This is an optimization exercise on Yosys and OpenROAD, whose aim is small area, a short achievable clock period and few clock cycles per item, not a production implementation.
Only simulation tests tie the RTL to the original design; equivalence was not proved.
In every run shown here, the design's own scripts or RTL, not TritonCTS, make the clock network.
The clock input has no modelled driver; a real chip could not lean on it and would need a root buffer or a full tree.
Power and IR drop assume default switching activity.

### design.v
module mulN #(parameter N = 2)(input [N-1:0]a,b,output [2*N:0]res);
  wire [N-1:0][2*N:0]row;
  wire [N-1:0][2*N:0]shiftrow;
  wire [N-2:0][2*N:0] partialProd;
  genvar i,j;
  for(i=0;i<N;i=i+1) begin
    assign row[i][2*N:N] = {(N+1){1'b0}};
    for(j=0;j<N;j=j+1) begin
      assign row[i][j] = a[j]&b[i];
    end
    assign shiftrow[i] = row[i]<<i;
    if(i==N-1) begin
      assign res = shiftrow[i]+partialProd[i-1];
    end
    else if(i!=0) begin
      assign partialProd[i] = shiftrow[i] + partialProd[i-1];
    end
    else assign partialProd[i] = shiftrow[i];
  end
endmodule
module mul_top (
  input              clk,
  input              rst,
  input              in_valid,
  input      [15:0]  a,
  input      [15:0]  b,
  output             out_valid,
  output     [32:0]  res
);
  reg [15:0] a_q, b_q;
  always @(posedge clk) begin a_q <= a; b_q <= b; end
  reg [8:0] one_q, two_q, neg_q;
  always @(posedge clk) begin
    one_q[0] <= b[0] ^ 1'b0; two_q[0] <= (b[1] & ~b[0] & ~1'b0) | (~b[1] & b[0] & 1'b0); neg_q[0] <= b[1];
    one_q[1] <= b[2] ^ b[1]; two_q[1] <= (b[3] & ~b[2] & ~b[1]) | (~b[3] & b[2] & b[1]); neg_q[1] <= b[3];
    one_q[2] <= b[4] ^ b[3]; two_q[2] <= (b[5] & ~b[4] & ~b[3]) | (~b[5] & b[4] & b[3]); neg_q[2] <= b[5];
    one_q[3] <= b[6] ^ b[5]; two_q[3] <= (b[7] & ~b[6] & ~b[5]) | (~b[7] & b[6] & b[5]); neg_q[3] <= b[7];
    one_q[4] <= b[8] ^ b[7]; two_q[4] <= (b[9] & ~b[8] & ~b[7]) | (~b[9] & b[8] & b[7]); neg_q[4] <= b[9];
    one_q[5] <= b[10] ^ b[9]; two_q[5] <= (b[11] & ~b[10] & ~b[9]) | (~b[11] & b[10] & b[9]); neg_q[5] <= b[11];
    one_q[6] <= b[12] ^ b[11]; two_q[6] <= (b[13] & ~b[12] & ~b[11]) | (~b[13] & b[12] & b[11]); neg_q[6] <= b[13];
    one_q[7] <= b[14] ^ b[13]; two_q[7] <= (b[15] & ~b[14] & ~b[13]) | (~b[15] & b[14] & b[13]); neg_q[7] <= b[15];
    one_q[8] <= 1'b0 ^ b[15]; two_q[8] <= (1'b0 & ~1'b0 & ~b[15]) | (~1'b0 & 1'b0 & b[15]); neg_q[8] <= 1'b0;
  end
  reg [2:0] v;
  always @(posedge clk) begin
    if (rst) v <= 0;
    else v <= {v[1:0], in_valid};
  end
  assign out_valid = v[2];
  wire one_0 = one_q[0], two_0 = two_q[0], neg_0 = neg_q[0];
  wire one_1 = one_q[1], two_1 = two_q[1], neg_1 = neg_q[1];
  wire one_2 = one_q[2], two_2 = two_q[2], neg_2 = neg_q[2];
  wire one_3 = one_q[3], two_3 = two_q[3], neg_3 = neg_q[3];
  wire one_4 = one_q[4], two_4 = two_q[4], neg_4 = neg_q[4];
  wire one_5 = one_q[5], two_5 = two_q[5], neg_5 = neg_q[5];
  wire one_6 = one_q[6], two_6 = two_q[6], neg_6 = neg_q[6];
  wire one_7 = one_q[7], two_7 = two_q[7], neg_7 = neg_q[7];
  wire one_8 = one_q[8], two_8 = two_q[8], neg_8 = neg_q[8];
  wire pp_0_0 = ((one_0 & a_q[0]) | (two_0 & 1'b0)) ^ neg_0;
  wire pp_0_1 = ((one_0 & a_q[1]) | (two_0 & a_q[0])) ^ neg_0;
  wire pp_0_2 = ((one_0 & a_q[2]) | (two_0 & a_q[1])) ^ neg_0;
  wire pp_0_3 = ((one_0 & a_q[3]) | (two_0 & a_q[2])) ^ neg_0;
  wire pp_0_4 = ((one_0 & a_q[4]) | (two_0 & a_q[3])) ^ neg_0;
  wire pp_0_5 = ((one_0 & a_q[5]) | (two_0 & a_q[4])) ^ neg_0;
  wire pp_0_6 = ((one_0 & a_q[6]) | (two_0 & a_q[5])) ^ neg_0;
  wire pp_0_7 = ((one_0 & a_q[7]) | (two_0 & a_q[6])) ^ neg_0;
  wire pp_0_8 = ((one_0 & a_q[8]) | (two_0 & a_q[7])) ^ neg_0;
  wire pp_0_9 = ((one_0 & a_q[9]) | (two_0 & a_q[8])) ^ neg_0;
  wire pp_0_10 = ((one_0 & a_q[10]) | (two_0 & a_q[9])) ^ neg_0;
  wire pp_0_11 = ((one_0 & a_q[11]) | (two_0 & a_q[10])) ^ neg_0;
  wire pp_0_12 = ((one_0 & a_q[12]) | (two_0 & a_q[11])) ^ neg_0;
  wire pp_0_13 = ((one_0 & a_q[13]) | (two_0 & a_q[12])) ^ neg_0;
  wire pp_0_14 = ((one_0 & a_q[14]) | (two_0 & a_q[13])) ^ neg_0;
  wire pp_0_15 = ((one_0 & a_q[15]) | (two_0 & a_q[14])) ^ neg_0;
  wire pp_0_16 = ((one_0 & 1'b0) | (two_0 & a_q[15])) ^ neg_0;
  wire ns_0 = ~neg_0;
  wire pp_1_0 = ((one_1 & a_q[0]) | (two_1 & 1'b0)) ^ neg_1;
  wire pp_1_1 = ((one_1 & a_q[1]) | (two_1 & a_q[0])) ^ neg_1;
  wire pp_1_2 = ((one_1 & a_q[2]) | (two_1 & a_q[1])) ^ neg_1;
  wire pp_1_3 = ((one_1 & a_q[3]) | (two_1 & a_q[2])) ^ neg_1;
  wire pp_1_4 = ((one_1 & a_q[4]) | (two_1 & a_q[3])) ^ neg_1;
  wire pp_1_5 = ((one_1 & a_q[5]) | (two_1 & a_q[4])) ^ neg_1;
  wire pp_1_6 = ((one_1 & a_q[6]) | (two_1 & a_q[5])) ^ neg_1;
  wire pp_1_7 = ((one_1 & a_q[7]) | (two_1 & a_q[6])) ^ neg_1;
  wire pp_1_8 = ((one_1 & a_q[8]) | (two_1 & a_q[7])) ^ neg_1;
  wire pp_1_9 = ((one_1 & a_q[9]) | (two_1 & a_q[8])) ^ neg_1;
  wire pp_1_10 = ((one_1 & a_q[10]) | (two_1 & a_q[9])) ^ neg_1;
  wire pp_1_11 = ((one_1 & a_q[11]) | (two_1 & a_q[10])) ^ neg_1;
  wire pp_1_12 = ((one_1 & a_q[12]) | (two_1 & a_q[11])) ^ neg_1;
  wire pp_1_13 = ((one_1 & a_q[13]) | (two_1 & a_q[12])) ^ neg_1;
  wire pp_1_14 = ((one_1 & a_q[14]) | (two_1 & a_q[13])) ^ neg_1;
  wire pp_1_15 = ((one_1 & a_q[15]) | (two_1 & a_q[14])) ^ neg_1;
  wire pp_1_16 = ((one_1 & 1'b0) | (two_1 & a_q[15])) ^ neg_1;
  wire ns_1 = ~neg_1;
  wire pp_2_0 = ((one_2 & a_q[0]) | (two_2 & 1'b0)) ^ neg_2;
  wire pp_2_1 = ((one_2 & a_q[1]) | (two_2 & a_q[0])) ^ neg_2;
  wire pp_2_2 = ((one_2 & a_q[2]) | (two_2 & a_q[1])) ^ neg_2;
  wire pp_2_3 = ((one_2 & a_q[3]) | (two_2 & a_q[2])) ^ neg_2;
  wire pp_2_4 = ((one_2 & a_q[4]) | (two_2 & a_q[3])) ^ neg_2;
  wire pp_2_5 = ((one_2 & a_q[5]) | (two_2 & a_q[4])) ^ neg_2;
  wire pp_2_6 = ((one_2 & a_q[6]) | (two_2 & a_q[5])) ^ neg_2;
  wire pp_2_7 = ((one_2 & a_q[7]) | (two_2 & a_q[6])) ^ neg_2;
  wire pp_2_8 = ((one_2 & a_q[8]) | (two_2 & a_q[7])) ^ neg_2;
  wire pp_2_9 = ((one_2 & a_q[9]) | (two_2 & a_q[8])) ^ neg_2;
  wire pp_2_10 = ((one_2 & a_q[10]) | (two_2 & a_q[9])) ^ neg_2;
  wire pp_2_11 = ((one_2 & a_q[11]) | (two_2 & a_q[10])) ^ neg_2;
  wire pp_2_12 = ((one_2 & a_q[12]) | (two_2 & a_q[11])) ^ neg_2;
  wire pp_2_13 = ((one_2 & a_q[13]) | (two_2 & a_q[12])) ^ neg_2;
  wire pp_2_14 = ((one_2 & a_q[14]) | (two_2 & a_q[13])) ^ neg_2;
  wire pp_2_15 = ((one_2 & a_q[15]) | (two_2 & a_q[14])) ^ neg_2;
  wire pp_2_16 = ((one_2 & 1'b0) | (two_2 & a_q[15])) ^ neg_2;
  wire ns_2 = ~neg_2;
  wire pp_3_0 = ((one_3 & a_q[0]) | (two_3 & 1'b0)) ^ neg_3;
  wire pp_3_1 = ((one_3 & a_q[1]) | (two_3 & a_q[0])) ^ neg_3;
  wire pp_3_2 = ((one_3 & a_q[2]) | (two_3 & a_q[1])) ^ neg_3;
  wire pp_3_3 = ((one_3 & a_q[3]) | (two_3 & a_q[2])) ^ neg_3;
  wire pp_3_4 = ((one_3 & a_q[4]) | (two_3 & a_q[3])) ^ neg_3;
  wire pp_3_5 = ((one_3 & a_q[5]) | (two_3 & a_q[4])) ^ neg_3;
  wire pp_3_6 = ((one_3 & a_q[6]) | (two_3 & a_q[5])) ^ neg_3;
  wire pp_3_7 = ((one_3 & a_q[7]) | (two_3 & a_q[6])) ^ neg_3;
  wire pp_3_8 = ((one_3 & a_q[8]) | (two_3 & a_q[7])) ^ neg_3;
  wire pp_3_9 = ((one_3 & a_q[9]) | (two_3 & a_q[8])) ^ neg_3;
  wire pp_3_10 = ((one_3 & a_q[10]) | (two_3 & a_q[9])) ^ neg_3;
  wire pp_3_11 = ((one_3 & a_q[11]) | (two_3 & a_q[10])) ^ neg_3;
  wire pp_3_12 = ((one_3 & a_q[12]) | (two_3 & a_q[11])) ^ neg_3;
  wire pp_3_13 = ((one_3 & a_q[13]) | (two_3 & a_q[12])) ^ neg_3;
  wire pp_3_14 = ((one_3 & a_q[14]) | (two_3 & a_q[13])) ^ neg_3;
  wire pp_3_15 = ((one_3 & a_q[15]) | (two_3 & a_q[14])) ^ neg_3;
  wire pp_3_16 = ((one_3 & 1'b0) | (two_3 & a_q[15])) ^ neg_3;
  wire ns_3 = ~neg_3;
  wire pp_4_0 = ((one_4 & a_q[0]) | (two_4 & 1'b0)) ^ neg_4;
  wire pp_4_1 = ((one_4 & a_q[1]) | (two_4 & a_q[0])) ^ neg_4;
  wire pp_4_2 = ((one_4 & a_q[2]) | (two_4 & a_q[1])) ^ neg_4;
  wire pp_4_3 = ((one_4 & a_q[3]) | (two_4 & a_q[2])) ^ neg_4;
  wire pp_4_4 = ((one_4 & a_q[4]) | (two_4 & a_q[3])) ^ neg_4;
  wire pp_4_5 = ((one_4 & a_q[5]) | (two_4 & a_q[4])) ^ neg_4;
  wire pp_4_6 = ((one_4 & a_q[6]) | (two_4 & a_q[5])) ^ neg_4;
  wire pp_4_7 = ((one_4 & a_q[7]) | (two_4 & a_q[6])) ^ neg_4;
  wire pp_4_8 = ((one_4 & a_q[8]) | (two_4 & a_q[7])) ^ neg_4;
  wire pp_4_9 = ((one_4 & a_q[9]) | (two_4 & a_q[8])) ^ neg_4;
  wire pp_4_10 = ((one_4 & a_q[10]) | (two_4 & a_q[9])) ^ neg_4;
  wire pp_4_11 = ((one_4 & a_q[11]) | (two_4 & a_q[10])) ^ neg_4;
  wire pp_4_12 = ((one_4 & a_q[12]) | (two_4 & a_q[11])) ^ neg_4;
  wire pp_4_13 = ((one_4 & a_q[13]) | (two_4 & a_q[12])) ^ neg_4;
  wire pp_4_14 = ((one_4 & a_q[14]) | (two_4 & a_q[13])) ^ neg_4;
  wire pp_4_15 = ((one_4 & a_q[15]) | (two_4 & a_q[14])) ^ neg_4;
  wire pp_4_16 = ((one_4 & 1'b0) | (two_4 & a_q[15])) ^ neg_4;
  wire ns_4 = ~neg_4;
  wire pp_5_0 = ((one_5 & a_q[0]) | (two_5 & 1'b0)) ^ neg_5;
  wire pp_5_1 = ((one_5 & a_q[1]) | (two_5 & a_q[0])) ^ neg_5;
  wire pp_5_2 = ((one_5 & a_q[2]) | (two_5 & a_q[1])) ^ neg_5;
  wire pp_5_3 = ((one_5 & a_q[3]) | (two_5 & a_q[2])) ^ neg_5;
  wire pp_5_4 = ((one_5 & a_q[4]) | (two_5 & a_q[3])) ^ neg_5;
  wire pp_5_5 = ((one_5 & a_q[5]) | (two_5 & a_q[4])) ^ neg_5;
  wire pp_5_6 = ((one_5 & a_q[6]) | (two_5 & a_q[5])) ^ neg_5;
  wire pp_5_7 = ((one_5 & a_q[7]) | (two_5 & a_q[6])) ^ neg_5;
  wire pp_5_8 = ((one_5 & a_q[8]) | (two_5 & a_q[7])) ^ neg_5;
  wire pp_5_9 = ((one_5 & a_q[9]) | (two_5 & a_q[8])) ^ neg_5;
  wire pp_5_10 = ((one_5 & a_q[10]) | (two_5 & a_q[9])) ^ neg_5;
  wire pp_5_11 = ((one_5 & a_q[11]) | (two_5 & a_q[10])) ^ neg_5;
  wire pp_5_12 = ((one_5 & a_q[12]) | (two_5 & a_q[11])) ^ neg_5;
  wire pp_5_13 = ((one_5 & a_q[13]) | (two_5 & a_q[12])) ^ neg_5;
  wire pp_5_14 = ((one_5 & a_q[14]) | (two_5 & a_q[13])) ^ neg_5;
  wire pp_5_15 = ((one_5 & a_q[15]) | (two_5 & a_q[14])) ^ neg_5;
  wire pp_5_16 = ((one_5 & 1'b0) | (two_5 & a_q[15])) ^ neg_5;
  wire ns_5 = ~neg_5;
  wire pp_6_0 = ((one_6 & a_q[0]) | (two_6 & 1'b0)) ^ neg_6;
  wire pp_6_1 = ((one_6 & a_q[1]) | (two_6 & a_q[0])) ^ neg_6;
  wire pp_6_2 = ((one_6 & a_q[2]) | (two_6 & a_q[1])) ^ neg_6;
  wire pp_6_3 = ((one_6 & a_q[3]) | (two_6 & a_q[2])) ^ neg_6;
  wire pp_6_4 = ((one_6 & a_q[4]) | (two_6 & a_q[3])) ^ neg_6;
  wire pp_6_5 = ((one_6 & a_q[5]) | (two_6 & a_q[4])) ^ neg_6;
  wire pp_6_6 = ((one_6 & a_q[6]) | (two_6 & a_q[5])) ^ neg_6;
  wire pp_6_7 = ((one_6 & a_q[7]) | (two_6 & a_q[6])) ^ neg_6;
  wire pp_6_8 = ((one_6 & a_q[8]) | (two_6 & a_q[7])) ^ neg_6;
  wire pp_6_9 = ((one_6 & a_q[9]) | (two_6 & a_q[8])) ^ neg_6;
  wire pp_6_10 = ((one_6 & a_q[10]) | (two_6 & a_q[9])) ^ neg_6;
  wire pp_6_11 = ((one_6 & a_q[11]) | (two_6 & a_q[10])) ^ neg_6;
  wire pp_6_12 = ((one_6 & a_q[12]) | (two_6 & a_q[11])) ^ neg_6;
  wire pp_6_13 = ((one_6 & a_q[13]) | (two_6 & a_q[12])) ^ neg_6;
  wire pp_6_14 = ((one_6 & a_q[14]) | (two_6 & a_q[13])) ^ neg_6;
  wire pp_6_15 = ((one_6 & a_q[15]) | (two_6 & a_q[14])) ^ neg_6;
  wire pp_6_16 = ((one_6 & 1'b0) | (two_6 & a_q[15])) ^ neg_6;
  wire ns_6 = ~neg_6;
  wire pp_7_0 = ((one_7 & a_q[0]) | (two_7 & 1'b0)) ^ neg_7;
  wire pp_7_1 = ((one_7 & a_q[1]) | (two_7 & a_q[0])) ^ neg_7;
  wire pp_7_2 = ((one_7 & a_q[2]) | (two_7 & a_q[1])) ^ neg_7;
  wire pp_7_3 = ((one_7 & a_q[3]) | (two_7 & a_q[2])) ^ neg_7;
  wire pp_7_4 = ((one_7 & a_q[4]) | (two_7 & a_q[3])) ^ neg_7;
  wire pp_7_5 = ((one_7 & a_q[5]) | (two_7 & a_q[4])) ^ neg_7;
  wire pp_7_6 = ((one_7 & a_q[6]) | (two_7 & a_q[5])) ^ neg_7;
  wire pp_7_7 = ((one_7 & a_q[7]) | (two_7 & a_q[6])) ^ neg_7;
  wire pp_7_8 = ((one_7 & a_q[8]) | (two_7 & a_q[7])) ^ neg_7;
  wire pp_7_9 = ((one_7 & a_q[9]) | (two_7 & a_q[8])) ^ neg_7;
  wire pp_7_10 = ((one_7 & a_q[10]) | (two_7 & a_q[9])) ^ neg_7;
  wire pp_7_11 = ((one_7 & a_q[11]) | (two_7 & a_q[10])) ^ neg_7;
  wire pp_7_12 = ((one_7 & a_q[12]) | (two_7 & a_q[11])) ^ neg_7;
  wire pp_7_13 = ((one_7 & a_q[13]) | (two_7 & a_q[12])) ^ neg_7;
  wire pp_7_14 = ((one_7 & a_q[14]) | (two_7 & a_q[13])) ^ neg_7;
  wire pp_7_15 = ((one_7 & a_q[15]) | (two_7 & a_q[14])) ^ neg_7;
  wire pp_7_16 = ((one_7 & 1'b0) | (two_7 & a_q[15])) ^ neg_7;
  wire ns_7 = ~neg_7;
  wire pp_8_0 = one_8 & a_q[0];
  wire pp_8_1 = one_8 & a_q[1];
  wire pp_8_2 = one_8 & a_q[2];
  wire pp_8_3 = one_8 & a_q[3];
  wire pp_8_4 = one_8 & a_q[4];
  wire pp_8_5 = one_8 & a_q[5];
  wire pp_8_6 = one_8 & a_q[6];
  wire pp_8_7 = one_8 & a_q[7];
  wire pp_8_8 = one_8 & a_q[8];
  wire pp_8_9 = one_8 & a_q[9];
  wire pp_8_10 = one_8 & a_q[10];
  wire pp_8_11 = one_8 & a_q[11];
  wire pp_8_12 = one_8 & a_q[12];
  wire pp_8_13 = one_8 & a_q[13];
  wire pp_8_14 = one_8 & a_q[14];
  wire pp_8_15 = one_8 & a_q[15];
  wire s1, c2;
  mul_ha u_s1 (pp_0_10, pp_1_8, s1, c2);
  wire s3, c4;
  mul_ha u_s3 (pp_0_11, pp_1_9, s3, c4);
  wire s5, c6;
  mul_fa u_s5 (pp_0_12, pp_1_10, pp_2_8, s5, c6);
  wire s7, c8;
  mul_ha u_s7 (pp_3_6, pp_4_4, s7, c8);
  wire s9, c10;
  mul_fa u_s9 (pp_0_13, pp_1_11, pp_2_9, s9, c10);
  wire s11, c12;
  mul_ha u_s11 (pp_3_7, pp_4_5, s11, c12);
  wire s13, c14;
  mul_fa u_s13 (pp_0_14, pp_1_12, pp_2_10, s13, c14);
  wire s15, c16;
  mul_fa u_s15 (pp_3_8, pp_4_6, pp_5_4, s15, c16);
  wire s17, c18;
  mul_ha u_s17 (pp_6_2, pp_7_0, s17, c18);
  wire s19, c20;
  mul_fa u_s19 (pp_0_15, pp_1_13, pp_2_11, s19, c20);
  wire s21, c22;
  mul_fa u_s21 (pp_3_9, pp_4_7, pp_5_5, s21, c22);
  wire s23, c24;
  mul_ha u_s23 (pp_6_3, pp_7_1, s23, c24);
  wire s25, c26;
  mul_fa u_s25 (pp_0_16, pp_1_14, pp_2_12, s25, c26);
  wire s27, c28;
  mul_fa u_s27 (pp_3_10, pp_4_8, pp_5_6, s27, c28);
  wire s29, c30;
  mul_fa u_s29 (pp_6_4, pp_7_2, pp_8_0, s29, c30);
  wire s31, c32;
  mul_fa u_s31 (pp_1_15, pp_2_13, pp_3_11, s31, c32);
  wire s33, c34;
  mul_fa u_s33 (pp_4_9, pp_5_7, pp_6_5, s33, c34);
  wire s35, c36;
  mul_fa u_s35 (pp_7_3, pp_8_1, neg_0, s35, c36);
  wire s37, c38;
  mul_fa u_s37 (pp_1_16, pp_2_14, pp_3_12, s37, c38);
  wire s39, c40;
  mul_fa u_s39 (pp_4_10, pp_5_8, pp_6_6, s39, c40);
  wire s41, c42;
  mul_fa u_s41 (pp_7_4, pp_8_2, neg_0, s41, c42);
  wire s43, c44;
  mul_fa u_s43 (ns_1, pp_2_15, pp_3_13, s43, c44);
  wire s45, c46;
  mul_fa u_s45 (pp_4_11, pp_5_9, pp_6_7, s45, c46);
  wire s47, c48;
  mul_fa u_s47 (pp_7_5, pp_8_3, ns_0, s47, c48);
  wire s49, c50;
  mul_fa1 u_s49 (pp_2_16, pp_3_14, s49, c50);
  wire s51, c52;
  mul_fa u_s51 (pp_4_12, pp_5_10, pp_6_8, s51, c52);
  wire s53, c54;
  mul_ha u_s53 (pp_7_6, pp_8_4, s53, c54);
  wire s55, c56;
  mul_fa u_s55 (ns_2, pp_3_15, pp_4_13, s55, c56);
  wire s57, c58;
  mul_fa u_s57 (pp_5_11, pp_6_9, pp_7_7, s57, c58);
  wire s59, c60;
  mul_fa1 u_s59 (pp_3_16, pp_4_14, s59, c60);
  wire s61, c62;
  mul_ha u_s61 (pp_5_12, pp_6_10, s61, c62);
  wire s63, c64;
  mul_fa u_s63 (ns_3, pp_4_15, pp_5_13, s63, c64);
  wire s65, c66;
  mul_ha u_s65 (1'b1, pp_4_16, s65, c66);
  wire s67, c68;
  mul_ha u_s67 (pp_0_6, pp_1_4, s67, c68);
  wire s69, c70;
  mul_ha u_s69 (pp_0_7, pp_1_5, s69, c70);
  wire s71, c72;
  mul_fa u_s71 (pp_0_8, pp_1_6, pp_2_4, s71, c72);
  wire s73, c74;
  mul_ha u_s73 (pp_3_2, pp_4_0, s73, c74);
  wire s75, c76;
  mul_fa u_s75 (pp_0_9, pp_1_7, pp_2_5, s75, c76);
  wire s77, c78;
  mul_ha u_s77 (pp_3_3, pp_4_1, s77, c78);
  wire s79, c80;
  mul_fa u_s79 (s1, pp_2_6, pp_3_4, s79, c80);
  wire s81, c82;
  mul_fa u_s81 (pp_4_2, pp_5_0, neg_5, s81, c82);
  wire s83, c84;
  mul_fa u_s83 (s3, pp_2_7, pp_3_5, s83, c84);
  wire s85, c86;
  mul_fa u_s85 (pp_4_3, pp_5_1, c2, s85, c86);
  wire s87, c88;
  mul_fa u_s87 (s5, s7, pp_5_2, s87, c88);
  wire s89, c90;
  mul_fa u_s89 (pp_6_0, neg_6, c4, s89, c90);
  wire s91, c92;
  mul_fa u_s91 (s9, s11, pp_5_3, s91, c92);
  wire s93, c94;
  mul_fa u_s93 (pp_6_1, c6, c8, s93, c94);
  wire s95, c96;
  mul_fa u_s95 (s13, s15, s17, s95, c96);
  wire s97, c98;
  mul_fa u_s97 (neg_7, c10, c12, s97, c98);
  wire s99, c100;
  mul_fa u_s99 (s19, s21, s23, s99, c100);
  wire s101, c102;
  mul_fa u_s101 (c14, c16, c18, s101, c102);
  wire s103, c104;
  mul_fa u_s103 (s25, s27, s29, s103, c104);
  wire s105, c106;
  mul_fa u_s105 (c20, c22, c24, s105, c106);
  wire s107, c108;
  mul_fa u_s107 (s31, s33, s35, s107, c108);
  wire s109, c110;
  mul_fa u_s109 (c26, c28, c30, s109, c110);
  wire s111, c112;
  mul_fa u_s111 (s37, s39, s41, s111, c112);
  wire s113, c114;
  mul_fa u_s113 (c32, c34, c36, s113, c114);
  wire s115, c116;
  mul_fa u_s115 (s43, s45, s47, s115, c116);
  wire s117, c118;
  mul_fa u_s117 (c38, c40, c42, s117, c118);
  wire s119, c120;
  mul_fa u_s119 (s49, s51, s53, s119, c120);
  wire s121, c122;
  mul_fa u_s121 (c44, c46, c48, s121, c122);
  wire s123, c124;
  mul_fa u_s123 (s55, s57, pp_8_5, s123, c124);
  wire s125, c126;
  mul_fa u_s125 (c50, c52, c54, s125, c126);
  wire s127, c128;
  mul_fa u_s127 (s59, s61, pp_7_8, s127, c128);
  wire s129, c130;
  mul_fa u_s129 (pp_8_6, c56, c58, s129, c130);
  wire s131, c132;
  mul_fa u_s131 (s63, pp_6_11, pp_7_9, s131, c132);
  wire s133, c134;
  mul_fa u_s133 (pp_8_7, c60, c62, s133, c134);
  wire s135, c136;
  mul_fa u_s135 (s65, pp_5_14, pp_6_12, s135, c136);
  wire s137, c138;
  mul_fa u_s137 (pp_7_10, pp_8_8, c64, s137, c138);
  wire s139, c140;
  mul_fa u_s139 (ns_4, pp_5_15, pp_6_13, s139, c140);
  wire s141, c142;
  mul_fa u_s141 (pp_7_11, pp_8_9, c66, s141, c142);
  wire s143, c144;
  mul_fa1 u_s143 (pp_5_16, pp_6_14, s143, c144);
  wire s145, c146;
  mul_ha u_s145 (pp_7_12, pp_8_10, s145, c146);
  wire s147, c148;
  mul_fa u_s147 (ns_5, pp_6_15, pp_7_13, s147, c148);
  wire s149, c150;
  mul_ha u_s149 (1'b1, pp_6_16, s149, c150);
  wire s151, c152;
  mul_ha u_s151 (pp_0_4, pp_1_2, s151, c152);
  wire s153, c154;
  mul_ha u_s153 (pp_0_5, pp_1_3, s153, c154);
  wire s155, c156;
  mul_fa u_s155 (s67, pp_2_2, pp_3_0, s155, c156);
  wire s157, c158;
  mul_fa u_s157 (s69, pp_2_3, pp_3_1, s157, c158);
  wire s159, c160;
  mul_fa u_s159 (s71, s73, neg_4, s159, c160);
  wire s161, c162;
  mul_fa u_s161 (s75, s77, c72, s161, c162);
  wire s163, c164;
  mul_fa u_s163 (s79, s81, c76, s163, c164);
  wire s165, c166;
  mul_fa u_s165 (s83, s85, c80, s165, c166);
  wire s167, c168;
  mul_fa u_s167 (s87, s89, c84, s167, c168);
  wire s169, c170;
  mul_fa u_s169 (s91, s93, c88, s169, c170);
  wire s171, c172;
  mul_fa u_s171 (s95, s97, c92, s171, c172);
  wire s173, c174;
  mul_fa u_s173 (s99, s101, c96, s173, c174);
  wire s175, c176;
  mul_fa u_s175 (s103, s105, c100, s175, c176);
  wire s177, c178;
  mul_fa u_s177 (s107, s109, c104, s177, c178);
  wire s179, c180;
  mul_fa u_s179 (s111, s113, c108, s179, c180);
  wire s181, c182;
  mul_fa u_s181 (s115, s117, c112, s181, c182);
  wire s183, c184;
  mul_fa u_s183 (s119, s121, c116, s183, c184);
  wire s185, c186;
  mul_fa u_s185 (s123, s125, c120, s185, c186);
  wire s187, c188;
  mul_fa u_s187 (s127, s129, c124, s187, c188);
  wire s189, c190;
  mul_fa u_s189 (s131, s133, c128, s189, c190);
  wire s191, c192;
  mul_fa u_s191 (s135, s137, c132, s191, c192);
  wire s193, c194;
  mul_fa u_s193 (s139, s141, c136, s193, c194);
  wire s195, c196;
  mul_fa u_s195 (s143, s145, c140, s195, c196);
  wire s197, c198;
  mul_fa u_s197 (s147, pp_8_11, c144, s197, c198);
  wire s199, c200;
  mul_fa u_s199 (s149, pp_7_14, pp_8_12, s199, c200);
  wire s201, c202;
  mul_fa u_s201 (ns_6, pp_7_15, pp_8_13, s201, c202);
  wire s203, c204;
  mul_ha u_s203 (1'b1, pp_7_16, s203, c204);
  wire s205, c206;
  mul_fa u_s205 (ns_7, pp_8_15, c204, s205, c206);
  wire s207, c208;
  mul_fa u_s207 (s203, pp_8_14, c202, s207, c208);
  wire s209, c210;
  mul_fa u_s209 (s201, c150, c200, s209, c210);
  wire s211, c212;
  mul_fa u_s211 (s199, c148, c198, s211, c212);
  wire s213, c214;
  mul_fa u_s213 (s197, c146, c196, s213, c214);
  wire s215, c216;
  mul_fa u_s215 (pp_0_2, pp_1_0, neg_1, s215, c216);
  reg [84:0] rst3;
  always @(posedge clk) rst3 <= {c208, s205, c210, s207, c212, s209, c214, s211, s213, c194, c142, s195, c192, c138, s193, c190, c134, s191, c188, c130, s189, c186, c126, s187, c184, c122, s185, c182, c118, s183, c180, c114, s181, c178, c110, s179, c176, c106, s177, c174, c102, s175, c172, c98, s173, c170, c94, s171, c168, c90, s169, c166, c86, s167, c164, c82, s165, c162, c78, s163, c160, c74, s161, c158, c70, s159, c156, c68, s157, c154, neg_3, s155, c152, pp_2_1, s153, neg_2, pp_2_0, s151, c216, pp_1_1, pp_0_3, s215, pp_0_1, neg_0, pp_0_0};
  wire s217, c218;
  mul_ha u_s217 (rst3[4], rst3[5], s217, c218);
  wire s219, c220;
  mul_fa u_s219 (rst3[7], rst3[8], rst3[9], s219, c220);
  wire s221, c222;
  mul_fa u_s221 (rst3[10], rst3[11], rst3[12], s221, c222);
  wire s223, c224;
  mul_fa u_s223 (rst3[13], rst3[14], rst3[15], s223, c224);
  wire s225, c226;
  mul_fa u_s225 (rst3[16], rst3[17], rst3[18], s225, c226);
  wire s227, c228;
  mul_fa u_s227 (rst3[19], rst3[20], rst3[21], s227, c228);
  wire s229, c230;
  mul_fa u_s229 (rst3[22], rst3[23], rst3[24], s229, c230);
  wire s231, c232;
  mul_fa u_s231 (rst3[25], rst3[26], rst3[27], s231, c232);
  wire s233, c234;
  mul_fa u_s233 (rst3[28], rst3[29], rst3[30], s233, c234);
  wire s235, c236;
  mul_fa u_s235 (rst3[31], rst3[32], rst3[33], s235, c236);
  wire s237, c238;
  mul_fa u_s237 (rst3[34], rst3[35], rst3[36], s237, c238);
  wire s239, c240;
  mul_fa u_s239 (rst3[37], rst3[38], rst3[39], s239, c240);
  wire s241, c242;
  mul_fa u_s241 (rst3[40], rst3[41], rst3[42], s241, c242);
  wire s243, c244;
  mul_fa u_s243 (rst3[43], rst3[44], rst3[45], s243, c244);
  wire s245, c246;
  mul_fa u_s245 (rst3[46], rst3[47], rst3[48], s245, c246);
  wire s247, c248;
  mul_fa u_s247 (rst3[49], rst3[50], rst3[51], s247, c248);
  wire s249, c250;
  mul_fa u_s249 (rst3[52], rst3[53], rst3[54], s249, c250);
  wire s251, c252;
  mul_fa u_s251 (rst3[55], rst3[56], rst3[57], s251, c252);
  wire s253, c254;
  mul_fa u_s253 (rst3[58], rst3[59], rst3[60], s253, c254);
  wire s255, c256;
  mul_fa u_s255 (rst3[61], rst3[62], rst3[63], s255, c256);
  wire s257, c258;
  mul_fa u_s257 (rst3[64], rst3[65], rst3[66], s257, c258);
  wire s259, c260;
  mul_fa u_s259 (rst3[67], rst3[68], rst3[69], s259, c260);
  wire s261, c262;
  mul_fa u_s261 (rst3[70], rst3[71], rst3[72], s261, c262);
  wire s263, c264;
  mul_fa u_s263 (rst3[73], rst3[74], rst3[75], s263, c264);
  wire [31:0] fa_a = {rst3[83], rst3[81], rst3[79], rst3[77], rst3[76], s263, s261, s259, s257, s255, s253, s251, s249, s247, s245, s243, s241, s239, s237, s235, s233, s231, s229, s227, s225, s223, s221, s219, s217, rst3[3], rst3[2], rst3[0]};
  wire [31:0] fa_b = {rst3[84], rst3[82], rst3[80], rst3[78], c264, c262, c260, c258, c256, c254, c252, c250, c248, c246, c244, c242, c240, c238, c236, c234, c232, c230, c228, c226, c224, c222, c220, c218, rst3[6], 1'b0, 1'b0, rst3[1]};
  wire [31:0] prod = fa_a + fa_b;
  reg [31:0] res_q;
  always @(posedge clk) res_q <= prod;
  assign res = {1'b0, res_q};
endmodule
module mul_fa (input a, input b, input c, output s, output co);
  assign s = a ^ b ^ c;
  assign co = (a & b) | (a & c) | (b & c);
endmodule
module mul_fa1 (input a, input b, output s, output co);
  assign s = ~(a ^ b);
  assign co = a | b;
endmodule
module mul_ha (input a, input b, output s, output co);
  assign s = a ^ b;
  assign co = a & b;
endmodule
### flow/run.sh
# Standard ORFS layout (the standard.sh) with plain buf_1 port buffers
# and a tighter setup-repair target; the SDC and clock period are unchanged.
export BUFFER_PORTS_ARGS="-buffer_cell sky130_fd_sc_hd__buf_1"
export POST_CTS_TCL=$PWD/flow/post_cts.tcl
bash standard.sh SETUP_SLACK_MARGIN=7.3  finish > standard.log 2>&1
### flow/post_cts.tcl
set ngrp 4
set nsub 2
if {[info exists ::env(FLOW_NGRP)]} { set ngrp $::env(FLOW_NGRP) }
if {[info exists ::env(FLOW_NSUB)]} { set nsub $::env(FLOW_NSUB) }
set midcell sky130_fd_sc_hd__clkbuf_8
if {[info exists ::env(FLOW_MIDCELL)]} { set midcell $::env(FLOW_MIDCELL) }
set block [ord::get_db_block]
set db [ord::get_db]
set port_net [$block findNet clk]

# collect the register clock pins below the clock port, the clock buffers and
# the dummy loads that CTS added
set sinks {}
set bufs {}
set todo [list $port_net]
while {[llength $todo]} {
  set net [lindex $todo 0]; set todo [lrange $todo 1 end]
  foreach it [$net getITerms] {
    set inst [$it getInst]
    if {[$it isOutputSignal]} { continue }
    set m [[$inst getMaster] getName]
    set on "NULL"
    foreach o [$inst getITerms] { if {[$o isOutputSignal]} { set on [$o getNet] } }
    if {[string match *__df* $m]} {
      lappend sinks $it
    } elseif {$on eq "NULL" || [string match sky130_fd_sc_hd__clkbuf* $m]} {
      lappend bufs $inst
      if {$on ne "NULL"} { lappend todo $on }
    } else {
      error "post_cts: unexpected cell $m on the clock tree"
    }
  }
}
puts "post_cts: [llength $sinks] sinks, [llength $bufs] clock tree cells removed"
foreach b $bufs {
  set nets {}
  foreach it [$b getITerms] {
    if {[$it isOutputSignal] && [$it getNet] ne "NULL"} { lappend nets [$it getNet] }
  }
  foreach it [$b getITerms] { if {[$it getNet] ne "NULL"} { $it disconnect } }
  odb::dbInst_destroy $b
  foreach on $nets {
    foreach it [$on getITerms] { $it disconnect }
    odb::dbNet_destroy $on
  }
}

set pts {}
foreach it $sinks {
  set bb [[$it getInst] getBBox]
  lappend pts [list [expr {([$bb xMin] + [$bb xMax]) / 2.0}] [expr {([$bb yMin] + [$bb yMax]) / 2.0}]]
}

# balanced k-means on a subset of points; returns {assignments centres}
proc kmeans {pts idx k} {
  set n [llength $idx]
  set xs {}; set ys {}
  foreach i $idx { lappend xs [lindex $pts $i 0]; lappend ys [lindex $pts $i 1] }
  set x0 [tcl::mathfunc::min {*}$xs]; set x1 [tcl::mathfunc::max {*}$xs]
  set y0 [tcl::mathfunc::min {*}$ys]; set y1 [tcl::mathfunc::max {*}$ys]
  set cx {}; set cy {}
  if {($x1 - $x0) >= ($y1 - $y0)} { set gx [expr {int(ceil(sqrt($k)))}]; set gy [expr {int(ceil($k / double($gx)))}] } else { set gy [expr {int(ceil(sqrt($k)))}]; set gx [expr {int(ceil($k / double($gy)))}] }
  for {set c 0} {$c < $k} {incr c} {
    set i [expr {$c % $gx}]; set j [expr {$c / $gx}]
    lappend cx [expr {$x0 + ($x1-$x0)*($i+0.5)/$gx}]
    lappend cy [expr {$y0 + ($y1-$y0)*($j+0.5)/$gy}]
  }
  set cap [expr {int(ceil($n / double($k))) + 1}]
  for {set iter 0} {$iter < 40} {incr iter} {
    set order {}
    foreach i $idx {
      set best 1e30
      for {set c 0} {$c < $k} {incr c} {
        set d [expr {abs([lindex $pts $i 0]-[lindex $cx $c]) + abs([lindex $pts $i 1]-[lindex $cy $c])}]
        if {$d < $best} { set best $d }
      }
      lappend order [list $i $best]
    }
    set asg [dict create]
    set cnt [lrepeat $k 0]
    foreach e [lsort -real -decreasing -index 1 $order] {
      set i [lindex $e 0]
      set best 1e30; set bk 0
      for {set c 0} {$c < $k} {incr c} {
        if {[lindex $cnt $c] >= $cap} { continue }
        set d [expr {abs([lindex $pts $i 0]-[lindex $cx $c]) + abs([lindex $pts $i 1]-[lindex $cy $c])}]
        if {$d < $best} { set best $d; set bk $c }
      }
      dict set asg $i $bk
      lset cnt $bk [expr {[lindex $cnt $bk] + 1}]
    }
    set sx [lrepeat $k 0.0]; set sy [lrepeat $k 0.0]
    foreach i $idx {
      set c [dict get $asg $i]
      lset sx $c [expr {[lindex $sx $c] + [lindex $pts $i 0]}]
      lset sy $c [expr {[lindex $sy $c] + [lindex $pts $i 1]}]
    }
    for {set c 0} {$c < $k} {incr c} {
      if {[lindex $cnt $c] > 0} {
        lset cx $c [expr {[lindex $sx $c] / [lindex $cnt $c]}]
        lset cy $c [expr {[lindex $sy $c] / [lindex $cnt $c]}]
      }
    }
  }
  return [list $asg $cx $cy $cnt]
}

proc add_buf {block master name in_net x y} {
  set inst [odb::dbInst_create $block $master $name]
  set net [odb::dbNet_create $block clknet_$name]
  $net setSigType CLOCK
  [$inst findITerm A] connect $in_net
  [$inst findITerm X] connect $net
  $inst setLocation [expr {int($x)}] [expr {int($y)}]
  $inst setPlacementStatus PLACED
  return $net
}

set leafm [$db findMaster sky130_fd_sc_hd__clkbuf_16]
set midm [$db findMaster $midcell]
set all {}
for {set i 0} {$i < [llength $pts]} {incr i} { lappend all $i }
lassign [kmeans $pts $all $ngrp] gasg gcx gcy gcnt
puts "post_cts: group sizes $gcnt"
for {set g 0} {$g < $ngrp} {incr g} {
  set gidx {}
  foreach i $all { if {[dict get $gasg $i] == $g} { lappend gidx $i } }
  if {![llength $gidx]} { continue }
  if {$nsub <= 1} {
    set lnet [add_buf $block $leafm my_g${g} $port_net [lindex $gcx $g] [lindex $gcy $g]]
    foreach i $gidx { [lindex $sinks $i] connect $lnet }
    continue
  }
  lassign [kmeans $pts $gidx $nsub] sasg scx scy scnt
  puts "post_cts: group $g sub-group sizes $scnt"
  # the group buffer sits at the centre of its leaf buffers
  set mx 0.0; set my 0.0; set nk 0
  for {set s 0} {$s < $nsub} {incr s} { if {[lindex $scnt $s] > 0} { set mx [expr {$mx + [lindex $scx $s]}]; set my [expr {$my + [lindex $scy $s]}]; incr nk } }
  set mnet [add_buf $block $midm my_g${g} $port_net [expr {$mx / $nk}] [expr {$my / $nk}]]
  for {set s 0} {$s < $nsub} {incr s} {
    if {[lindex $scnt $s] == 0} { continue }
    set lnet [add_buf $block $leafm my_g${g}_s${s} $mnet [lindex $scx $s] [lindex $scy $s]]
    foreach i $gidx { if {[dict get $sasg $i] == $s} { [lindex $sinks $i] connect $lnet } }
  }
}
detailed_placement
estimate_parasitics -placement
report_clock_skew
report_clock_latency
repair_timing_helper
detailed_placement
check_placement -verbose
### standard.sh
#!/bin/bash
# synth_recipe.tcl (not shown) runs the flow's synth.tcl, then flattens the netlist and writes it again
# the make line also repeats each setting of config.mk as NAME=value (left out here)
make -C /OpenROAD-flow-scripts/flow DESIGN_CONFIG=/design/flow/config.mk WORK_HOME=/design/flow/orfs CLKGATE_MAP_FILE= SYNTH_SCRIPT=/design/flow/synth_recipe.tcl "${@:-finish}"
### config.mk
export PLATFORM = sky130hd
export DESIGN_NAME = mul_top
export DESIGN_NICKNAME = mul_top
export VERILOG_FILES = /design/flow/design.v
export SDC_FILE = /design/flow/constraint.sdc
export NUM_CORES = 4
export LEC_CHECK = 0
export CAP_MARGIN = 20
export CORE_MARGIN = 2
export CORE_UTILIZATION = 40
export SLEW_MARGIN = 20
export SYNTH_HIERARCHICAL = 1
### constraint.sdc
create_clock -name core_clock -period 10.0 [get_ports {clk}]
set_input_delay 2.0000 -clock core_clock [delete_from_list [all_inputs] [get_ports {clk}]]
set_output_delay 2.0000 -clock core_clock [all_outputs]
set_load 0.01 [all_outputs]
==> flow_summary.json, run 1 <==
{
  "crit_type": "reg -> out",
  "setup_viol": 0,
  "grt_pass1_wl_mm": 40.9,
  "cp_top_family": "flip-flops",
  "cp_max_fo": 1,
  "async_flop_share_pct": 0,
  "cts_sinks": 160,
  "hp-class": "reg -> reg",
  "fin_area_sq_um": 11400,
  "relSlewSlack_pct": 51.4,
  "place.gp.congestion": 0.876,
  "slowest_stage": "dfxtp_2",
  "synth-edff-count": 0,
  "skew_ns": 0.0261,
  "synthXorXnorAreaFrac_pct": 14.4,
  "tightest_slew_ns": 0.729,
  "cp.required_ns": 8.00,
  "synth_area_leaders": "dfxtp_1 (31%), fa_1 (21%), xnor2_1 (13%)",
  "power_density_nw_per_um2": 387,
  "yosysUniqueCellTypes": 53,
  "route.detailed.drc": 0,
  "rsz0062_at_grt": "yes",
  "synth_top_area_cell": "dfxtp_1",
  "muxShareOfSynthArea_pct": 0,
  "ios": 69,
  "finish.utilization_pct": 45.3,
  "dp_hpwl_mm": 17.3,
  "end_kind": "primary output",
  "arrival_ns": 0.73,
  "ys.flop_type": "dfxtp_1",
  "syn_avg_cell_area_sq_um": 10.5,
  "ys_seq_area_share_pct": 31.0,
  "wirelength_mm": 26.0,
  "syn2layout_area_growth_pct": 11.0,
  "ys_seq_elements": 160,
  "path_buf_inv": 1,
  "maxCapViolations": 0,
  "fmaxAchievable_mhz": 366,
  "place_area_sq_um": 10700,
  "avgViaCountPerCell": 5.50,
  "antenna_cells": 0,
  "grt_pass1_vias": 7356,
  "initial_core_util_pct": 40.8,
  "p_leak_uw": 0.00431,
  "synth_top_family_by_area": "adder cells",
  "period_minus_slack_ns": 2.73,
  "finalCritPeriodShare_pct": 27.3,
  "grtUsageTotal_pct": 19.5,
  "core-area_sq_um": 25300,
  "finalHoldViolations": 0,
  "portBuffers": 67,
  "yosys.area_share.simple_pct": 7.13,
  "drive_gt1_share_pct": 15.0,
  "final_nets": 1179,
  "die_w_um": 165,
  "via_count": 7199,
  "synth-compound-area-share_pct": 15.1,
  "antenna_found_initial": 1,
  "drt_iter0_drc": 618,
  "num_rows": 58,
  "layoutNonFillerInstCount": 1310,
  "synth_top_area_share_pct": 31.0,
  "grt_start_max_net_pins": 36,
  "postRouteAntennaNets": 0,
  "slew_viol_final": 0,
  "dp.cells": 1288,
  "wl_per_cell_um": 19.9,
  "crit_chain": "buf_6",
  "grt-ovfl-total": 0,
  "clkTransAtPathRegs_ns": 0.09,
  "synthAdderAreaFrac_pct": 27.7,
  "cp-start-kind": "register",
  "tns_ns": 0,
  "outcome": "finished clean",
  "die_h_um": 165,
  "worst-r2r-setup-slack_ns": 7.28,
  "netlist_area_sq_um": 10300,
  "irDropWorstVdd_uv": 173,
  "dr.pass1.iters": 6,
  "clk-insertion-delay-late_ns": 0.31,
  "die_area_sq_um": 27100,
  "synth-warning-count": 7,
  "critical_path.max_stage_delay_ns": 0.33,
  "synthCells": 978
}
==> path summary, 6_finish.rpt <==
check / from / end / depth (start not counted)
min reg2reg: v[0]$_SDFF_PP0_ / v[1]$_SDFF_PP0_ / 1
max reg2reg: rst3[10]$_DFF_P_ / res_q[24]$_DFF_P_ / 9
min: v[0]$_SDFF_PP0_ / v[1]$_SDFF_PP0_ / 1
max: res_q[10]$_DFF_P_ / res[10] / 1
==> layout make-up <==
cell class,instances,area (sq um)
multi-input cells,698,6910
inverters,27,101
flip-flops and latches,160,3310
well taps,330,413
repair buffers,83,460
plain buffers,12,255
fillers,2359,13800
==> power by group <==
| group | switching [uW] | internal, uW |
|---|---|---|
| Clock | 205 | 180 |
| Sequential | 150 | 892 |
| Combinational | 1640 | 1360 |
==> sequential cells by signal, indices dropped and copies added (netlist names) <==
register  cells
rst3         85
res_q        32
a_q          16
neg_q         8
one_q         8
two_q         8
v             3
==> per-stage QoR <==
step                hold WS (ns)  setup WS, ns  total power, uW
finish                     0.445          7.27             4430
global route               0.463          7.23             4810
detailed placement         0.429          6.97             3570
global placement           0.418          6.97             3530
floorplan                  0.330          7.31             2940
==> modules after synthesis (local to each module, per instance) <==
module	cell area, sq um	flops+latches	cells inside	times used
mul_fa	20.0	0	1	110
mul_fa1	27.5	0	5	3
mul_ha	12.5	0	1	19
mul_top	7790	160	834	1
==> cell usage in the layout, fill, tap and decap left out, types with 17 or more instances in the layout <==
cell type	synthesis	routed
buf_1	9	34
nand2_1	43	43
inv_1	27	27
a21oi_1	30	25
dfxtp_2	0	21
a22oi_1	121	121
nor2_1	20	20
ha_1	52	34
xor2_1	17	17
buf_2	1	26
xnor2_1	153	153
fa_1	110	110
dfxtp_4	0	21
and2_1	17	17
dfxtp_1	160	118
==> synth_stat cells (4+ instances only) <==
| library cell | n |
|---|---|
| nor2_1 | 20 |
| nand3b_1 | 7 |
| a211oi_1 | 5 |
| nand3_1 | 10 |
| o21ai_0 | 14 |
| o21a_1 | 6 |
| a21oi_1 | 30 |
| nor2b_1 | 7 |
| a21o_1 | 8 |
| o21ai_1 | 9 |
| inv_1 | 27 |
| dfxtp_1 | 160 |
| a22oi_1 | 121 |
| a31oi_1 | 4 |
| nand2_1 | 43 |
| xnor2_1 | 153 |
| clkbuf_1 | 83 |
| buf_1 | 9 |
| nand4_1 | 8 |
| and3_1 | 4 |
| and2_1 | 17 |
| nand2b_1 | 9 |
| xor2_1 | 17 |
| nor3_1 | 7 |
| fa_1 | 110 |
| ha_1 | 52 |
==> metal layers <==
layer	vias up	routed length, um	GRT usage (%)
li1	3309	-	-
met1	3453	11700	27.3
met2	373	11300	29.6
met3	64	2240	4.17
met4	0	805	7.79
met5	-	0	0
==> cells by family after synthesis <==
group / after synthesis
AO/OA/AOI/OAI: 220
XOR/XNOR: 170
adder cells (fa/ha/maj): 162
buffers and inverters: 122
flip-flops: 160
other: 2
AND/OR/NAND/NOR: 142
Testbench counts, summed over its fixed seeds: cycles 16,016, items 16,000.
==> inputs of run 2 (changes only) <==
--- a/flow/run.sh
+++ b/flow/run.sh
@@ -3,3 +3,3 @@
 export BUFFER_PORTS_ARGS="-buffer_cell sky130_fd_sc_hd__buf_1"
 export POST_CTS_TCL=$PWD/flow/post_cts.tcl
-bash standard.sh SETUP_SLACK_MARGIN=7.3  finish > standard.log 2>&1
+bash standard.sh SETUP_SLACK_MARGIN=7.2  finish > standard.log 2>&1
==> flow_summary.json, run 2 <==
{
  "via_count": 7019,
  "cp_max_fo": 1,
  "r2r.worst_path.cells": 8,
  "wl_per_cell_um": 19.3,
  "dr.pass1.iters": 6,
  "path_buf_inv": 1,
  "tns_ns": 0,
  "cp-start-kind": "register",
  "syn_avg_cell_area_sq_um": 10.5,
  "clk-insertion-delay-late_ns": 0.31,
  "finalHoldViolations": 0,
  "cts_sinks": 160,
  "place_area_sq_um": 10700,
  "antenna_cells": 0,
  "grtUsageTotal_pct": 19.2,
  "clock_power_share_pct": 9.4,
  "tightest_slew_ns": 0.674,
  "cp_top_family": "flip-flops",
  "rsz0062_at_grt": "yes",
  "largest_reg_flops": 85,
  "place.gp.congestion": 0.903,
  "holdPathEnd": "v[1]$_SDFF_PP0_",
  "layout_commonest_cell": "xnor2_1",
  "route.detailed.drc": 0,
  "cp_num_cells": 1,
  "maxCapViolations": 0,
  "final_nets": 1174,
  "power_frac_seq_pct": 25.2,
  "num_rows": 58,
  "async_flop_share_pct": 0,
  "drive_gt1_share_pct": 11.8,
  "postRouteAntennaNets": 0,
  "synth_top_area_share_pct": 31.0,
  "die_area_sq_um": 27100,
  "antenna_found_initial": 1,
  "synth_top_area_cell": "dfxtp_1",
  "reg_top3": "rst3: 85 flops, res_q: 32 flops, a_q: 16 flops",
  "final_cell_mix": "xnor2_1 (153), dfxtp_1 (127), a22oi_1 (121)",
  "outcome": "finished clean",
  "synth_common_cells": "dfxtp_1 (160), xnor2_1 (153), a22oi_1 (121)",
  "yosysUniqueCellTypes": 53,
  "crit_type": "reg -> out",
  "slowest_stage": "dfxtp_1",
  "worst-r2r-setup-slack_ns": 7.27,
  "arrival_ns": 0.74,
  "critPathLaunch": "res_q[1]$_DFF_P_",
  "die_h_um": 165,
  "synth-edff-count": 0,
  "netlist_area_sq_um": 10300,
  "end_kind": "primary output",
  "min_from": "v[0]$_SDFF_PP0_",
  "setup_viol": 0,
  "power_frac_comb_pct": 65.4,
  "period_minus_slack_ns": 2.74,
  "power_density_nw_per_um2": 369,
  "reg2reg_to": "res_q[31]$_DFF_P_",
  "critical_path.max_stage_delay_ns": 0.31,
  "crit_chain": "buf_2",
  "power.net_switching_uw": 1870,
  "ios": 69,
  "sw_frac_of_total_pct": 45.6,
  "dp_hpwl_mm": 17.5,
  "p_int_uw": 2240,
  "fin_area_sq_um": 11100,
  "core-area_sq_um": 25300,
  "skew_ns": 0.0334,
  "grt_start_max_net_pins": 36,
  "holdPathStages": 1,
  "synth-warning-count": 7,
  "cp.required_ns": 8.00,
  "ys.flop_type": "dfxtp_1",
  "drt_iter0_drc": 554,
  "synth_area_leaders": "dfxtp_1 (31%), fa_1 (21%), xnor2_1 (13%)",
  "syn2layout_area_growth_pct": 7.85,
  "fmaxAchievable_mhz": 365,
  "die_w_um": 165,
  "yosys.cell_count.top_type": "dfxtp_1",
  "grt_pass1_wl_mm": 40.0,
  "initial_core_util_pct": 40.8,
  "finalCritPeriodShare_pct": 27.4,
  "grt-ovfl-total": 0,
  "synthCells": 978,
  "largest_register": "rst3",
  "avgViaCountPerCell": 5.38,
  "ys_seq_elements": 160,
  "slew_viol_final": 0,
  "grt_pass1_vias": 7180,
  "wirelength_mm": 25.2,
  "irDropWorstVdd_uv": 152,
  "relSlewSlack_pct": 55.0,
  "r2r-start": "rst3[43]$_DFF_P_",
  "clkTransAtPathRegs_ns": 0.10,
  "portBuffers": 67,
  "p_leak_uw": 0.00425,
  "hp-class": "reg -> reg",
  "ys_seq_area_share_pct": 31.0
}
## run 2: cell counts after synthesis
Identical to the previous run, type by type.
## run 2: worst register-to-register path: stages, from the launching register on
cell and delay [ns]:
dfxtp_1 0.36, fa_1 0.55, ha_2 0.32, a21oi_1 0.35
nor2_1 0.11, o21ai_1 0.25, o21ai_0 0.21, o31a_1 0.34
xnor2_1 0.12
## run 2: area by class of cell
type                            count  area (sq um)
Inverter                           27           101
Buffer                             12           255
Multi-Input combinational cell    698          6740
Tap cell                          330           413
Sequential cell                   160          3240
Timing Repair Buffer               78           375
Fill cell                        2420         14100
## run 2: cell families after synthesis
| kind of cell | Yosys count | share of synthesized area (%) |
|---|---|---|
| AOI/OAI and AO/OA | 220 | 15.1 |
| xor gates and xnor gates | 170 | 14.4 |
| adders and majority gates | 162 | 27.7 |
| DFF | 160 | 31.0 |
| and+or+nand+nor | 142 | 7.13 |
| buffers and inverters | 122 | 4.52 |
| other | 2 | 0.0728 |
## run 2: per-module statistics from Yosys (local to each module, per instance)
| module | area, sq um | cells inside |
|---|---|---|
| mul_ha | 12.5 | 1 |
| mul_top | 7790 | 834 |
| mul_fa | 20.0 | 1 |
| mul_fa1 | 27.5 | 5 |
## run 2: routing by layer
layer | vias to the layer above | track usage, % | wire (um) | part of all wire [%]
li1 | 3300 | - | - | -
met1 | 3415 | 27.2 | 11800 | 47
met2 | 267 | 29.1 | 11000 | 44
met3 | 35 | 4.77 | 1990 | 7.9
met4 | 2 | 5.73 | 441 | 1.7
met5 | - | 0 | 13 | 0.052
## run 2: how the worst max path moves through the flow
| stage | slack, ns | to |
|---|---|---|
| 6_report | 7.26 | res[1] |
| 5_1_grt | 7.15 | res_q[29]$_DFF_P_ |
| 3_5_place_dp | 6.97 | rst3[76]$_DFF_P_ |
| 3_3_place_gp | 6.98 | rst3[76]$_DFF_P_ |
| 2_1_floorplan | 7.24 | rst3[46]$_DFF_P_ |
## run 2: power by group through the flow
stage                     registers, uW  logic [uW]  clock network, uW
final                              1040        2690                385
after global routing               1060        3020                422
after detailed placement           1050        2520                  0
after global placement             1050        2480                  0
after floorplan                    1010        1930                  0
## run 2: metrics by stage
step / utilization (%) / std cells / power (uW) / setup WS, ns / hold slack (ns)
after global placement: 42.2 / 1288 / 3530 / 6.98 / 0.418
after detailed placement: 42.2 / 1288 / 3570 / 6.97 / 0.428
after floorplan: - / 980 / 2940 / 7.24 / 0.329
final: 44.1 / 1305 / 4110 / 7.26 / 0.443
after global routing: 44.1 / 1305 / 4500 / 7.15 / 0.468
==> inputs of run 3 (changes only) <==
--- a/flow/run.sh
+++ b/flow/run.sh
@@ -3,3 +3,3 @@
 export BUFFER_PORTS_ARGS="-buffer_cell sky130_fd_sc_hd__buf_1"
 export POST_CTS_TCL=$PWD/flow/post_cts.tcl
-bash standard.sh SETUP_SLACK_MARGIN=7.2  finish > standard.log 2>&1
+bash standard.sh SETUP_SLACK_MARGIN=7.25  finish > standard.log 2>&1
==> flow_summary.json, run 3 <==
{
  "dp_hpwl_mm": 17.5,
  "num_rows": 58,
  "dp.cells": 1287,
  "cp-start-kind": "register",
  "outcome": "finished clean",
  "maxCapViolations": 0,
  "met1Wirelength_mm": 11.6,
  "place.gp.congestion": 0.892,
  "power_density_nw_per_um2": 371,
  "synth_top_area_share_pct": 31.0,
  "die_w_um": 165,
  "wl_per_cell_um": 19.2,
  "relSlewSlack_pct": 53.2,
  "final_cell_mix": "xnor2_1 (153), a22oi_1 (121), dfxtp_1 (119)",
  "tns_ns": 0,
  "top_layer_used": "met4",
  "power_frac_comb_pct": 65.8,
  "netlist_area_sq_um": 10300,
  "clk-insertion-delay-late_ns": 0.29,
  "clock_power_share_pct": 9.0,
  "route.detailed.drc": 0,
  "grtUsageTotal_pct": 19.1,
  "largest_reg_flops": 85,
  "yosys.cell_count.top_type": "dfxtp_1",
  "power.net_switching_uw": 1890,
  "cp_top_family": "flip-flops",
  "clkTransAtPathRegs_ns": 0.08,
  "cp.required_ns": 8.00,
  "ys.flop_type": "dfxtp_1",
  "crit_type": "reg -> out",
  "path_buf_inv": 1,
  "finalHoldViolations": 0,
  "syn2layout_area_growth_pct": 8.61,
  "yosysUniqueCellTypes": 53,
  "power_frac_seq_pct": 25.1,
  "avgViaCountPerCell": 5.40,
  "fmaxAchievable_mhz": 366,
  "slew_viol_final": 0,
  "layoutNonFillerInstCount": 1302,
  "ys_seq_area_share_pct": 31.0,
  "via_count": 7033,
  "p_leak_uw": 0.00426,
  "irDropWorstVdd_uv": 160,
  "hp-class": "reg -> reg",
  "critical_path.max_stage_delay_ns": 0.31,
  "layout_commonest_cell": "xnor2_1",
  "synth_area_leaders": "dfxtp_1 (31%), fa_1 (21%), xnor2_1 (13%)",
  "syn_avg_cell_area_sq_um": 10.5,
  "wirelength_mm": 25.1,
  "synth_top_area_cell": "dfxtp_1",
  "grt_pass1_wl_mm": 40.4,
  "sw_frac_of_total_pct": 45.4,
  "ys_seq_elements": 160,
  "largest_register": "rst3",
  "synth_common_cells": "dfxtp_1 (160), xnor2_1 (153), a22oi_1 (121)",
  "finalCritPeriodShare_pct": 27.3,
  "synth-warning-count": 7,
  "tightest_slew_ns": 0.701,
  "antenna_found_initial": 0,
  "skew_ns": 0.0151,
  "route.met3.wl_mm": 1.84,
  "arrival_ns": 0.73,
  "rsz0062_at_grt": "yes",
  "drive_gt1_share_pct": 12.4,
  "cp_max_fo": 1,
  "reg_top3": "rst3: 85 flops, res_q: 32 flops, a_q: 16 flops",
  "core-area_sq_um": 25300,
  "synth-edff-count": 0,
  "drt_iter0_drc": 518,
  "grt_start_max_net_pins": 36,
  "cts_sinks": 160,
  "slowest_stage": "dfxtp_1",
  "dr.pass1.iters": 5,
  "ios": 69,
  "antenna_cells": 0,
  "die_area_sq_um": 27100,
  "setup_viol": 0,
  "crit_chain": "buf_2",
  "postRouteAntennaNets": 0,
  "period_minus_slack_ns": 2.73,
  "synthCells": 978,
  "initial_core_util_pct": 40.8,
  "p_int_uw": 2270,
  "grt_pass1_vias": 7182,
  "final_nets": 1171,
  "end_kind": "primary output",
  "met2WireLength_mm": 11.1,
  "async_flop_share_pct": 0,
  "die_h_um": 165,
  "grt-ovfl-total": 0,
  "portBuffers": 67
}
-- run 3: modules after synthesis, one instance, submodules excluded --
module | area [sq um] | times used
mul_fa | 20.0 | 110
mul_fa1 | 27.5 | 3
mul_ha | 12.5 | 19
mul_top | 7790 | 1
-- run 3: final cells by class --
class                           count  area [sq um]
Sequential cell                   160          3270
Buffer                             12           255
Multi-Input combinational cell    698          6760
Inverter                           27           101
Tap cell                          330           413
Fill cell                        2374         14000
Timing Repair Buffer               75           409
-- run 3: per-layer routing --
layer,vias to the layer above,track usage [%]
li1,3301,-
met1,3440,26.8
met3,33,4.62
met2,259,29.6
met5,-,0
met4,0,5.38
-- run 3: final timing paths --
path	from	end	slack [ns]	cells after the start
worst max-delay path	res_q[25]$_DFF_P_	res[25]	7.27	1
worst min-delay path	v[1]$_SDFF_PP0_	v[2]$_SDFF_PP0_	0.44	1
worst max register to register	rst3[12]$_DFF_P_	res_q[24]$_DFF_P_	7.30	8
worst min register to register	v[1]$_SDFF_PP0_	v[2]$_SDFF_PP0_	0.44	1
-- run 3: logic make-up after synthesis --
family          count (synthesis)  share of synthesized area (%)
compound gates                220                           15.1
xor+xnor                      170                           14.4
fa+ha+maj                     162                           27.7
flops                         160                           31.0
simple gates                  142                           7.13
buf+inv                       122                           4.52
other cells                     2                         0.0728
-- run 3: through the flow --
step                utilization (%)  hold WS, ns  total power [uW]  setup WS, ns  cell area, sq um
floorplan                         -        0.329              2940          7.25             10300
global placement               42.2        0.417              3530          7.01             10700
detailed placement             42.2        0.428              3570          6.97             10700
global route                   44.4        0.468              4550          7.16             11200
finish                         44.4        0.438              4150          7.27             11200
-- run 3: power by group through the flow --
stage	Clock [uW]	Sequential (uW)	Combinational, uW
final	376	1040	2730
after global routing	415	1070	3070
after detailed placement	0	1050	2520
after global placement	0	1050	2480
after floorplan	0	1010	1930
==> inputs of run 4 (changes only) <==
--- a/flow/run.sh
+++ b/flow/run.sh
@@ -2,4 +2,5 @@
 # and a tighter setup-repair target; the SDC and clock period are unchanged.
 export BUFFER_PORTS_ARGS="-buffer_cell sky130_fd_sc_hd__buf_1"
+export FLOW_NSUB=3 FLOW_MIDCELL=sky130_fd_sc_hd__clkbuf_16
 export POST_CTS_TCL=$PWD/flow/post_cts.tcl
 bash standard.sh SETUP_SLACK_MARGIN=7.25  finish > standard.log 2>&1
==> flow_summary.json, run 4 <==
{
  "antenna_found_initial": 0,
  "yosys.cell_count.top_type": "dfxtp_1",
  "ys.flop_type": "dfxtp_1",
  "syn_avg_cell_area_sq_um": 10.5,
  "final_nets": 1173,
  "r2r.worst_path.cells": 8,
  "cp.required_ns": 10.16,
  "cp_max_fo": 6,
  "whs_ns": 0.434,
  "die_w_um": 165,
  "skew_ns": 0.0119,
  "via_count": 7020,
  "ys_seq_elements": 160,
  "clk-insertion-delay-late_ns": 0.28,
  "slew_viol_final": 0,
  "antenna_cells": 0,
  "postRouteAntennaNets": 0,
  "cp-start-kind": "register",
  "route.detailed.drc": 0,
  "final_cell_mix": "xnor2_1 (153), dfxtp_1 (124), a22oi_1 (121)",
  "irDropWorstVdd_uv": 145,
  "reg_top3": "rst3: 85 flops, res_q: 32 flops, a_q: 16 flops",
  "place.gp.congestion": 0.892,
  "dp.cells": 1287,
  "tns_ns": 0,
  "setup_viol": 0,
  "reg2reg_to": "res_q[24]$_DFF_P_",
  "grtUsageTotal_pct": 19.2,
  "synthCells": 978,
  "wl_per_cell_um": 19.3,
  "cts_sinks": 160,
  "die_area_sq_um": 27100,
  "arrival_ns": 2.90,
  "place_area_sq_um": 10700,
  "netlist_area_sq_um": 10300,
  "syn2layout_area_growth_pct": 9.18,
  "num_rows": 58,
  "synth_area_leaders": "dfxtp_1 (31%), fa_1 (21%), xnor2_1 (13%)",
  "dp_hpwl_mm": 17.5,
  "wirelength_mm": 25.2,
  "dr.pass1.iters": 5,
  "async_flop_share_pct": 0,
  "synth-warning-count": 7,
  "synth-edff-count": 0,
  "grt_start_max_net_pins": 36,
  "crit_type": "reg -> reg",
  "yosysUniqueCellTypes": 53,
  "ios": 69,
  "synth_common_cells": "dfxtp_1 (160), xnor2_1 (153), a22oi_1 (121)",
  "synth_top_area_cell": "dfxtp_1",
  "grt_pass1_wl_mm": 40.6,
  "tightest_slew_ns": 0.712,
  "synth_top_area_share_pct": 31.0,
  "die_h_um": 165,
  "fmaxAchievable_mhz": 366,
  "critPathCapture": "res_q[24]$_DFF_P_",
  "r2r-start": "rst3[10]$_DFF_P_",
  "worst-r2r-setup-slack_ns": 7.27,
  "power_density_nw_per_um2": 374,
  "fin_area_sq_um": 11300,
  "largest_reg_flops": 85,
  "rsz0062_at_grt": "yes",
  "core-area_sq_um": 25300,
  "grt-ovfl-total": 0,
  "end_kind": "register",
  "p_leak_uw": 0.00430,
  "relSlewSlack_pct": 52.4,
  "outcome": "finished clean",
  "finalCritPeriodShare_pct": 27.3,
  "layout_commonest_cell": "xnor2_1",
  "drive_gt1_share_pct": 12.0,
  "grt_pass1_vias": 7211,
  "ys_seq_area_share_pct": 31.0,
  "maxCapViolations": 0,
  "drt_iter0_drc": 437,
  "largest_register": "rst3",
  "hp-class": "reg -> reg",
  "clkTransAtPathRegs_ns": 0.07,
  "portBuffers": 67,
  "initial_core_util_pct": 40.8,
  "avgViaCountPerCell": 5.38,
  "layoutNonFillerInstCount": 1304,
  "period_minus_slack_ns": 2.73,
  "finalHoldViolations": 0,
  "finish.utilization_pct": 44.6,
  "critPathLaunch": "rst3[10]$_DFF_P_"
}
-- run 4: report_power, final --
group          switching, uW  leakage [uW]  total (uW)  internal, uW
Combinational           1530       0.00275        2680          1150
Sequential               145       0.00135        1040           892
Clock                    216      0.000197         499           284
-- run 4: per-stage QoR --
| stage | setup WS (ns) | total power (uW) |
|---|---|---|
| global placement | 7.01 | 3530 |
| global route | 7.18 | 4620 |
| floorplan | 7.25 | 2940 |
| detailed placement | 6.97 | 3570 |
| finish | 7.27 | 4220 |
-- run 4: how the worst min path moves through the flow --
stage / start / end / slack, ns / cells past startpoint
2_1_floorplan: neg_q[3]$_DFF_P_ / rst3[14]$_DFF_P_ / 0.33 / 0
3_3_place_gp: v[0]$_SDFF_PP0_ / v[1]$_SDFF_PP0_ / 0.42 / 1
3_5_place_dp: v[1]$_SDFF_PP0_ / v[2]$_SDFF_PP0_ / 0.43 / 1
5_1_grt: v[1]$_SDFF_PP0_ / v[2]$_SDFF_PP0_ / 0.46 / 1
6_report: v[1]$_SDFF_PP0_ / v[2]$_SDFF_PP0_ / 0.43 / 1
-- run 4: per-layer routing --
layer	wire length [um]	vias to the layer above	GRT usage (%)	share of wire, %
met3	2220	36	5.00	8.8
met1	11400	3404	26.7	45
met2	11100	277	29.6	44
li1	-	3303	-	-
met4	499	0	5.73	2.0
met5	0	-	0	0
-- run 4: cell type report --
cell class	instances	area, sq um
fill	2372	14000
multi-input combinational	698	6750
sequential	160	3260
tap	330	413
buffer	16	400
timing repair buffer	73	344
inverter	27	101
-- run 4: critical path, cell delays in order (launching register included) --
cell      delay [ns]
dfxtp_1         0.32
fa_1            0.48
ha_2            0.21
or3_4           0.40
o221a_4         0.25
a41oi_4         0.33
a211oi_1        0.12
a311o_1         0.36
xor2_1          0.15
-- run 4: cells by family (layout without fill, tap and decap cells) --
logic type / Yosys count / after routing / share of synthesized area [%]
flops: 160 / 160 / 31.0
buf+inv: 122 / 116 / 4.52
fa+ha+maj: 162 / 162 / 27.7
xor+xnor: 170 / 170 / 14.4
other cells: 2 / 4 / 0.0728
simple gates: 142 / 142 / 7.13
compound gates: 220 / 220 / 15.1
-- run 4: modules after synthesis, one instance, submodules excluded --
module	cell area, sq um	times used
mul_ha	12.5	19
mul_fa1	27.5	3
mul_fa	20.0	110
mul_top	7790	1

## separate check: timing with driven ports
In the flow no input, the clock included, has a driving cell. The finished layouts below were timed again as built, in two steps.
Step 1 (the two cells are an assumption about what drives the block):
set clk [get_ports {clk}]
set_driving_cell -lib_cell sky130_fd_sc_hd__clkbuf_16 $clk
set_driving_cell -lib_cell sky130_fd_sc_hd__buf_2 [delete_from_list [all_inputs] $clk]
Step 2 also shifts input and output timing later by t, the mid clock arrival at the registers, as if the neighbouring blocks saw the same clock.
Three values: no drivers, after step 1, after step 2; two values: the first two.
run	shift t [ns]	setup slack, ns	worst register clock-pin slew, ns
run 1	0.380	7.268 / 7.185 / 7.276	0.09 / 0.09
run 2	0.379	7.257 / 7.173 / 7.267	0.10 / 0.10
run 3	0.371	7.268 / 7.186 / 7.302	0.09 / 0.09
run 4	0.377	7.266 / 7.187 / 7.266	0.07 / 0.07
After both steps every run listed still meets setup and hold.
